From an optimization exercise on the open Yosys and OpenROAD flow, aimed at small area, a short achievable clock period and few clock cycles per item; shortcuts taken in it are not production practice. The RTL was checked by simulation tests, not by an equivalence proof against the original design.

Setup of wip/indigo:
Design mul, start of the top module:
module mul #(
	parameter DW = 13+(5+$clog2(4))
)
(
	input mul_exeparam_valid,
	output mul_execute_ready,
	input [DW-1:0] mul_exeparam,
	output mul_writeback_valid,
	output [63:0] mul_res_qout,
	output [(5+$clog2(4))-1:0] mul_rd0_qout,
	input [63:0] src1,
	input [63:0] src2,
	input flush,
	input CLK,
	input RSTn
);
	function [6:0] bitlen64;
		input [63:0] v;
		integer j;
		begin
			bitlen64 = 7'd0;
			for (j = 0; j < 64; j = j + 1)
				if (v[j]) bitlen64 = j + 1;
		end
	endfunction
	function lowmask64;
		input [63:0] v;
		begin
			lowmask64 = ((v >> 1) & ~v) == 64'd0;
		end
	endfunction
	function [2:0] chunks;
		input [63:0] v;
		input s;
		begin
			if (s ? (&v[63:15] | ~|v[63:15]) : ~|v[63:16]) chunks = 3'd1;
			else if (s ? (&v[63:31] | ~|v[63:31]) : ~|v[63:32]) chunks = 3'd2;
			else if (s ? (&v[63:47] | ~|v[63:47]) : ~|v[63:48]) chunks = 3'd3;
			else chunks = 3'd4;
		end
	endfunction
	wire [12:0] in_op = mul_exeparam[19:7];
	wire in_mulw = in_op[4];
	wire in_ms_a = in_op[12] | in_op[11] | in_op[10] | in_op[4];
	wire in_ms_b = in_op[12] | in_op[11] | in_op[4];
	wire [63:0] in_ma = in_mulw ? {{32{src1[31]}}, src1[31:0]} : src1;
	wire [63:0] in_mb = in_mulw ? {{32{src2[31]}}, src2[31:0]} : src2;
	wire in_dword = in_op[3] | in_op[2] | in_op[1] | in_op[0];
	wire in_dsgn = in_op[8] | in_op[6] | in_op[3] | in_op[1];
	reg ready_q;
	reg c_valid;
  ...
==> flow/config.mk <==
export PLATFORM = sky130hd
export DESIGN_NAME = mul
export DESIGN_NICKNAME = mul
export VERILOG_FILES = /design/flow/design.v
export SDC_FILE = /design/flow/constraint.sdc
export NUM_CORES = 4
export LEC_CHECK = 0
export CAP_MARGIN = 20
export CORE_MARGIN = 2
export CORE_UTILIZATION = 40
export SETUP_SLACK_MARGIN = 5
export SLEW_MARGIN = 20
==> flow/constraint.sdc <==
create_clock -name core_clock -period 14.0 [get_ports {CLK}]
set_input_delay 2.8000 -clock core_clock [delete_from_list [all_inputs] [get_ports {CLK}]]
set_output_delay 2.8000 -clock core_clock [all_outputs]
set_load 0.01 [all_outputs]
standard.sh (not shown) runs the stock make flow with config.mk's settings and CLKGATE_MAP_FILE= SYNTH_SCRIPT=/design/flow/synth_recipe.tcl, a recipe that flattens the netlist after the stock synthesis.
==> flow/flow/run.sh <==
#!/bin/bash
set -euo pipefail
bash standard.sh SETUP_SLACK_MARGIN=6 finish > standard.log 2>&1
wip/indigo ran to completion and came out clean on the timing, DRC and antenna checks.
Testbench counts of wip/indigo, summed over its fixed seeds: cycles 5,288, items 2,560.
## Diff of input files: wip/quartz against wip/indigo
- PLACE_DENSITY now 0.75, previously not set
Results
- Changes observed in wip/quartz relative to wip/indigo: net count reported at finish fell by about 0.45%; final critical path time including I/O delays and setup dropped 0.17 ns; half-perimeter wire length after detailed placement moved down.
- [compare] base=wip/indigo new=wip/quartz: via count of the first global-routing pass went up by 2422, routability-driven placement congestion ratio fell by about 0.9%, first-pass GRT wire length shows a reduction of 1.8%.
- Fill cell instance count of the final layout (higher): wip/indigo
- Re final clock period utilization by the worst path: wip/quartz and wip/indigo aren't equal, and the lower value belongs to wip/quartz.
- wip/quartz vs wip/indigo on non-clock buffer count: wip/quartz is the lower one.
[inputs] wip/juniper vs wip/quartz
- PLACE_DENSITY no longer set, was 0.75
==> flow/flow/run.sh <==
#!/bin/bash
set -euo pipefail
bash standard.sh SETUP_SLACK_MARGIN=7 finish > standard.log 2>&1
The worst-skew pair later-pin latency of wip/juniper is lower than that of wip/quartz.
The share of the clock period used by the worst path of wip/juniper falls short of that of wip/quartz by 0.67 points.
Diff wip/quartz -> wip/juniper: number of clock buffers in the layout went down; weighted congestion at the end of routability-driven global placement decreased by about 1.6% relative to the old numbers.
wip/juniper ran to completion and came out clean on the timing, DRC and antenna checks.
--- input diff wip/juniper..wip/garnet ---
- a change of CORE_UTILIZATION from 40 to 50
==> flow/flow/run.sh <==
#!/bin/bash
set -euo pipefail
bash standard.sh SETUP_SLACK_MARGIN=6 finish > standard.log 2>&1
Critical path depth in cells shrinks by more than 10% when moving from wip/juniper to wip/garnet.
For the sequential share of layout area, wip/garnet came in 1.1 points higher than wip/juniper did.
The met1 usage in global routing of wip/garnet exceeds that of wip/juniper by 9.0 points.
Taking wip/juniper over wip/garnet, the design area ratio works out to 1.06.
Summary of wip/garnet over wip/juniper: total track usage now larger; maximum frequency now smaller.

## afterwards: timing with drivers on the ports
The flow's constraints put no driver on any port. The routed layouts listed below were extracted and timed again, unchanged, in two steps. Step 1 assumes that a clkbuf_16 drives the clock port and a buf_2 every other input. Step 2 moves the port delays by t, midway between the first and last clock arrival at a register: inputs arrive t later, outputs are due t later. That takes back most of the time a late clock gives input paths. a / b / c = ideal ports / drivers / drivers and shift; a / b = the first two.
| run | shift t [ns] | setup WS [ns] | worst register clock-pin slew, ns | cell pins on the clock port's net |
|---|---|---|---|---|
| wip/indigo | 0.960 | 5.676 / 5.676 / 5.676 | 0.08 / 0.08 | 1 |
| wip/quartz | 0.962 | 5.851 / 5.851 / 5.851 | 0.07 / 0.07 | 1 |
| wip/juniper | 0.963 | 5.945 / 5.945 / 5.945 | 0.07 / 0.07 | 1 |
| wip/garnet | 0.889 | 5.871 / 5.871 / 5.871 | 0.07 / 0.07 | 1 |
After both steps setup and hold are still met in every run listed.
